Source: an optimization exercise on an open RTL-to-GDS flow (aim: small area, a short achievable clock period and few clock cycles). Production flows keep margins and buffers that such runs may drop. In this exercise RTL edits were held to simulation tests only and were not proved equivalent to the original. No activity file was given, so power comes from the tool's default toggle rates.

== oak ==
==> flow/design.v <==
`timescale 1ns/10ps
module CLE ( clk, reset, rom_q, rom_a, sram_q, sram_a, sram_d, sram_wen, finish);
input         clk;
input         reset;
input  [7:0]  rom_q;
output [6:0]  rom_a;
input  [7:0]  sram_q;
output [9:0]  sram_a;
output [7:0]  sram_d;
output        sram_wen;
output        finish;
reg  [9:0] sram_a;
reg        sram_wen;
reg        finish;
reg        s_wait, s_rs0, s_rs1, s_rs2, s_rs3, s_cmp, s_put, s_slw;
reg        early;        
reg        fin_st;       
reg  [9:0] pos;          
reg  [7:0] P;            
reg        pz;
reg        nNW, nN, nW;  
reg        fNW, fN, fW;  
reg        Lz;           
reg        wf;           
reg  [3:0] mods;         
reg  [7:0] newv;         
reg        decq;         
function [1:0] cmp8;
    input [7:0] a, b;
    reg   [7:0] g, l;
    reg   [3:0] g2, l2;
    reg   [1:0] g4, l4;
    integer i;
    begin
        for (i = 0; i < 8; i = i + 1) begin
            g[i] = a[i] & ~b[i];
            l[i] = ~a[i] & b[i];
        end
        for (i = 0; i < 4; i = i + 1) begin
            g2[i] = g[2*i+1] | (~l[2*i+1] & g[2*i]);
            l2[i] = l[2*i+1] | (~g[2*i+1] & l[2*i]);
        end
        for (i = 0; i < 2; i = i + 1) begin
            g4[i] = g2[2*i+1] | (~l2[2*i+1] & g2[2*i]);
            l4[i] = l2[2*i+1] | (~g2[2*i+1] & l2[2*i]);
        end
        cmp8 = {g4[1] | (~l4[1] & g4[0]), l4[1] | (~g4[1] & l4[0])};
    end
endfunction
reg  [6:0] rom_a;        
reg        f127;         
reg        fdone;        
reg        rv;           
reg  [7:0] cw;
reg        gap;          
assign sram_d = P;
wire [7:0] q_rev = {rom_q[0], rom_q[1], rom_q[2], rom_q[3],
                    rom_q[4], rom_q[5], rom_q[6], rom_q[7]};
wire [7:0] qm = q_rev & {~f127, 6'b111111, ~(~f127 & (rom_a == 7'd0))};
wire [6:0] nbi  = f127 ? 7'd127 : rom_a;
wire       qnz  = qm != 8'd0;
wire       nbv  = rv & ~fdone & qnz;        
wire [7:0] nb   = qm;
wire       nbadj = ~gap;                    
wire [2:0] o      = pos[2:0];
wire       rem_nz = |cw;
wire       avail  = rem_nz | nbv;
wire [7:0] srcw   = rem_nz ? cw : nb;
reg  [2:0] off, offm1;
reg  [7:0] oneh;
always @(*) begin
    casez (srcw)
    8'b???????1: begin off = 3'd0; offm1 = 3'd7; oneh = 8'b00000001; end
    8'b??????10: begin off = 3'd1; offm1 = 3'd0; oneh = 8'b00000010; end
    8'b?????100: begin off = 3'd2; offm1 = 3'd1; oneh = 8'b00000100; end
    8'b????1000: begin off = 3'd3; offm1 = 3'd2; oneh = 8'b00001000; end
    8'b???10000: begin off = 3'd4; offm1 = 3'd3; oneh = 8'b00010000; end
    8'b??100000: begin off = 3'd5; offm1 = 3'd4; oneh = 8'b00100000; end
    8'b?1000000: begin off = 3'd6; offm1 = 3'd5; oneh = 8'b01000000; end
    default:     begin off = 3'd7; offm1 = 3'd6; oneh = 8'b10000000; end
    endcase
end
wire [6:0] wd      = rem_nz ? pos[9:3] : nbi;
wire [9:0] nextpix = {wd, off};
wire [4:0] pr      = pos[9:5];
wire [4:0] pc      = pos[4:0];
wire [4:0] prm1    = pr - 5'd1;
wire [4:0] nbrm1   = nbi[6:2] - 5'd1;
wire [4:0] nrm1    = rem_nz ? prm1 : nbrm1;
wire [1:0] nwm1    = wd[1:0] - 2'd1;
wire [9:0] nx1     = {nrm1, (srcw[0] ? {nwm1, 3'd7} : {wd[1:0], offm1})};
wire       done    = fdone & ~rem_nz & ~nbv;
wire [2:0] op1     = o + 3'd1;
wire       cont    = rem_nz ? cw[op1]
                            : (rv & ~fdone & nbadj & nb[0] & (o == 3'd7) & (pos[4:3] != 2'd3));
wire       last_slw = (mods & (mods - 4'd1)) == 4'd0;
wire       nomods   = (mods == 4'd0);
wire       take     = (s_wait & avail & ~fin_st) | s_rs0 | (s_put & nomods & (cont | early));
wire       take_nb  = take & ~rem_nz;
wire       advance  = (rv & ~fdone & ~qnz) | take_nb;
always @(posedge clk or posedge reset) begin
    if (reset) begin
        rom_a <= 7'd0;
        f127  <= 1'b0;
        fdone <= 1'b0;
        rv    <= 1'b0;
        cw    <= 8'd0;
    end else begin
        if (take) cw <= srcw & ~oneh;
        rv <= ~advance;
        if (advance) begin
            if (f127)                    fdone <= 1'b1;
            else if (rom_a == 7'd126) begin
                rom_a <= 7'd0;
                f127  <= 1'b1;
            end else                     rom_a <= rom_a + 7'd1;
        end
    end
end
always @(posedge clk) begin
    if (take_nb)     gap <= 1'b0;
    else if (advance) gap <= 1'b1;
end
wire [7:0] Wv = (wf & ~Lz) ? P : 8'd0;
wire [7:0] Pe = pz ? 8'd0 : P;
wire [7:0] NE = sram_q;
wire       nwin = early ? s_rs1 : s_rs2;
wire [7:0] ca = nwin ? Wv : Pe;
wire [1:0] cab = cmp8(ca, sram_q);
wire [7:0] pmax = cab[0] ? sram_q : ca;
wire [1:0] cNP = cmp8(NE, Pe), cNn = cmp8(NE, newv), cPn = cmp8(Pe, newv);
wire [7:0] m   = (cNP[1] & cNn[1]) ? NE : (cPn[0] ? newv : Pe);
wire       plt = cPn[0] | cNP[1];           
wire       nz0 = ~|newv;
wire       nNE = |NE;
wire [3:0] mods_n = {nNW & (fNW | plt), nN & (fN | plt),
                     nNE & (cNP[0] | cNn[0]), nW & (fW | plt)};
wire       s0  = ~cPn[1] & ~cNn[1];         
wire [4:0] prp1 = pr + 5'd1;
wire [4:0] pcm1 = pc - 5'd1;
wire [4:0] pcp1 = pc + 5'd1;
wire [4:0] pcp2 = pc + 5'd2;
reg  [7:0] hoh;            
always @(*) begin
    case (pcp1[2:0])
    3'd0: hoh = 8'b00000001;
    3'd1: hoh = 8'b00000011;
    3'd2: hoh = 8'b00000111;
    3'd3: hoh = 8'b00001111;
    3'd4: hoh = 8'b00011111;
    3'd5: hoh = 8'b00111111;
    3'd6: hoh = 8'b01111111;
    default: hoh = 8'b11111111;
    endcase
end
wire       hword  = (nbi == {prp1, pcp1[4:3]});
wire       hazard = ~rem_nz & hword & ((nb & hoh) == (hoh & ~{1'b0, hoh[7:1]}));
wire       go_early = ~cont & avail & ~hazard;
always @(posedge clk) begin
    if (s_cmp) begin
        P   <= m;
        pz  <= nz0 & ~nN & ~nNE;
        nNW <= nN;
        nN  <= nNE;
        nW  <= ~nz0;
        fNW <= 1'b0;
        fN  <= 1'b0;
        fW  <= 1'b0;
    end else if (nwin | s_rs3) begin
        P   <= pmax;
        pz  <= 1'b0;
        if (nwin) begin
            nNW <= |sram_q;
            nW  <= wf & ~Lz;
            fNW <= cab[1];
            fW  <= cab[0];
        end else begin
            nN  <= |sram_q;
            fN  <= cab[1];
            fNW <= fNW | cab[0];
            fW  <= fW | cab[0];
        end
    end
    if (take) pos <= nextpix;
    if (s_wait | s_rs0 | (s_cmp & go_early))  sram_a <= nx1;
    else if (s_cmp)                           sram_a <= {prm1, pcp2};
    else if (s_rs1)                           sram_a <= {prm1, pc};
    else if (s_rs2)                           sram_a <= {prm1, pcp1};
    else if (s_slw)
        sram_a <= mods[3] ? {prm1, pcm1} : mods[2] ? {prm1, pc} :
                  mods[1] ? {prm1, pcp1} : {pr, pcm1};
    else                                      sram_a <= pos;
    if (s_cmp) early <= go_early;
    else if (s_wait | s_rs0) early <= 1'b0;
    if (s_wait | s_rs0) wf <= cont;
    else if (s_put)     wf <= cont;
    if (s_cmp) mods <= mods_n;
    else if (s_slw) begin
        if (mods[3])      mods[3] <= 1'b0;
        else if (mods[2]) mods[2] <= 1'b0;
        else if (mods[1]) mods[1] <= 1'b0;
        else              mods[0] <= 1'b0;
    end
end
always @(posedge clk or posedge reset) begin
    if (reset) begin
        s_wait <= 1'b1;
        s_rs0  <= 1'b0;
        s_rs1  <= 1'b0;
        s_rs2  <= 1'b0;
        s_rs3  <= 1'b0;
        s_cmp  <= 1'b0;
        s_put  <= 1'b0;
        s_slw  <= 1'b0;
        fin_st   <= 1'b0;
        sram_wen <= 1'b1;
        finish   <= 1'b0;
        newv     <= 8'd250;
        Lz       <= 1'b1;
    end else begin
        sram_wen <= ~((s_put & ~Lz) | s_slw);
        if (s_wait & fin_st) finish <= 1'b1;
        if (s_wait & ~avail & done) fin_st <= 1'b1;
        if (s_cmp) begin
            Lz   <= nz0;
            decq <= nz0 | s0;
        end
        if (s_put & decq) newv <= newv - 8'd1;
        s_wait <= (s_wait & ~(avail & ~fin_st)) | (s_put & nomods & ~cont & ~early & ~avail) |
                  (s_slw & last_slw & ~avail);
        s_rs0  <= (s_put & nomods & ~cont & ~early & avail) | (s_slw & last_slw & avail);
        s_rs1  <= (s_wait & avail & ~fin_st) | s_rs0 | (s_put & nomods & ~cont & early);
        s_rs2  <= s_rs1;
        s_rs3  <= s_rs2;
        s_cmp  <= s_rs3 | (s_put & nomods & cont);
        s_put  <= s_cmp;
        s_slw  <= (s_put & ~nomods) | (s_slw & ~last_slw);
    end
end
endmodule
export LEC_CHECK = 0
export CAP_MARGIN = 30
export CORE_MARGIN = 2
export CORE_UTILIZATION = 50
export CTS_BUF_LIST = sky130_fd_sc_hd__clkbuf_8
export CTS_CLUSTER_SIZE = 30
export PLACE_DENSITY = 0.6
export SETUP_SLACK_MARGIN = 5
export SLEW_MARGIN = 20
create_clock -name core_clock -period 9.0 [get_ports {clk}]
standard.sh (not shown) runs the stock make flow with config.mk's settings and CLKGATE_MAP_FILE= SYNTH_SCRIPT=/design/flow/synth_recipe.tcl, a recipe that flattens the netlist after the stock synthesis.
==> flow/flow/run.sh <==
#!/bin/bash
set -euo pipefail
bash standard.sh "BUFFER_PORTS_ARGS=-buffer_cell sky130_fd_sc_hd__buf_1" finish > flow_make.log 2>&1
Testbench counts of oak, summed over its fixed seeds: cycles 52,360.
> inputs changed (oak -> pine)
--- a/flow/design.v
+++ b/flow/design.v
@@ -18,10 +18,12 @@
 reg  [9:0] pos;          
 reg  [7:0] P;            
 reg        pz;
 reg        nNW, nN, nW;  
 reg        fNW, fN, fW;  
+reg        rd1, rd2;     
+reg        t1, t2;       
 reg        Lz;           
 reg        wf;           
 reg  [3:0] mods;         
 reg  [7:0] newv;         
 reg        decq;         
@@ -122,12 +124,11 @@
     else if (advance) gap <= 1'b1;
 end
 wire [7:0] Wv = (wf & ~Lz) ? P : 8'd0;
 wire [7:0] Pe = pz ? 8'd0 : P;
 wire [7:0] NE = sram_q;
-wire       nwin = early ? s_rs1 : s_rs2;
-wire [7:0] ca = nwin ? Wv : Pe;
+wire [7:0] ca = t2 ? Wv : Pe;
 wire [1:0] cab = cmp8(ca, sram_q);
 wire [7:0] pmax = cab[0] ? sram_q : ca;
 wire [1:0] cNP = cmp8(NE, Pe), cNn = cmp8(NE, newv), cPn = cmp8(Pe, newv);
 wire [7:0] m   = (cNP[1] & cNn[1]) ? NE : (cPn[0] ? newv : Pe);
 wire       plt = cPn[0] | cNP[1];           
@@ -155,23 +156,26 @@
 end
 wire       hword  = (nbi == {prp1, pcp1[4:3]});
 wire       hazard = ~rem_nz & hword & ((nb & hoh) == (hoh & ~{1'b0, hoh[7:1]}));
 wire       go_early = ~cont & avail & ~hazard;
 always @(posedge clk) begin
+    rd2 <= rd1;
+    t2  <= t1;
+    t1  <= (s_wait & avail & ~fin_st) | s_rs0 | (s_cmp & go_early);
     if (s_cmp) begin
         P   <= m;
         pz  <= nz0 & ~nN & ~nNE;
         nNW <= nN;
         nN  <= nNE;
         nW  <= ~nz0;
         fNW <= 1'b0;
         fN  <= 1'b0;
         fW  <= 1'b0;
-    end else if (nwin | s_rs3) begin
+    end else if (rd2 & ((t2 & (s_rs1 | s_rs2)) | s_rs3)) begin
         P   <= pmax;
         pz  <= 1'b0;
-        if (nwin) begin
+        if (t2) begin
             nNW <= |sram_q;
             nW  <= wf & ~Lz;
             fNW <= cab[1];
             fW  <= cab[0];
         end else begin
@@ -189,11 +193,10 @@
     else if (s_slw)
         sram_a <= mods[3] ? {prm1, pcm1} : mods[2] ? {prm1, pc} :
                   mods[1] ? {prm1, pcp1} : {pr, pcm1};
     else                                      sram_a <= pos;
     if (s_cmp) early <= go_early;
-    else if (s_wait | s_rs0) early <= 1'b0;
     if (s_wait | s_rs0) wf <= cont;
     else if (s_put)     wf <= cont;
     if (s_cmp) mods <= mods_n;
     else if (s_slw) begin
         if (mods[3])      mods[3] <= 1'b0;
@@ -215,11 +218,13 @@
         fin_st   <= 1'b0;
         sram_wen <= 1'b1;
         finish   <= 1'b0;
         newv     <= 8'd250;
         Lz       <= 1'b1;
+        rd1      <= 1'b0;
     end else begin
+        rd1      <= (s_wait & avail & ~fin_st) | s_rs0 | s_rs1 | s_rs2 | s_cmp;
         sram_wen <= ~((s_put & ~Lz) | s_slw);
         if (s_wait & fin_st) finish <= 1'b1;
         if (s_wait & ~avail & done) fin_st <= 1'b1;
         if (s_cmp) begin
             Lz   <= nz0;
[summary]
- The estimated power of pine ends up higher than the estimate for oak.
- Synthesis left pine with more flip-flops than oak.
- In the metrics for pine and oak, the one carrying the higher floorplan die width is pine.
- On smallest hold slack, pine does worse than oak.
- Diff oak -> pine: portion of the clock cycle consumed by the worst path in the final layout stayed essentially flat; share of final-layout standard cells stronger than drive strength 1 shows a reduction of 1.8 points; clock skew saw little to no change.
- In the tables for pine and oak, multiplexer fraction of the synthesized cell area reads higher with oak.
- Changes observed in pine relative to oak: post-synthesis to final-layout area growth went down 1.7 points, fraction of area in clock buffers and inverters went down 1.1 points, post-synthesis sequential element count went up 4.9%, delay of the slowest critical-path stage went up 0.03 ns, clock buffer instance count of the final layout went down 2.
Testbench counts of pine, summed over its fixed seeds: cycles 52,360.

==> separate check: timing with driven ports <==
The flow's constraints put no driver on any port. The routed layouts listed below were extracted and timed again, unchanged, in two steps. Step 1, drivers: a clkbuf_16 drives clk and a buf_2 each remaining input, both assumed. Step 2 moves the port delays by t, midway between the first and last clock arrival at a register: inputs arrive t later, outputs are due t later. That takes back most of the time a late clock gives input paths. Three values: ideal ports, drivers, drivers and shift; two values: the first two.
run | t (ns) | slack for setup (ns) | hold WS [ns] | worst setup path at the end | pins driven straight from the clock port
oak | 0.397 | 5.071 / 5.085 / 4.689 | 0.493 / 0.493 / 0.493 | input to register | 1
pine | 0.403 | 5.070 / 5.081 / 4.678 | 0.331 / 0.331 / 0.331 | input to register | 1
After both steps setup and hold are still met in every run listed. For pine, which loses most, drivers alone change the setup slack by +0.011 ns; drivers and shift together by -0.392 ns.
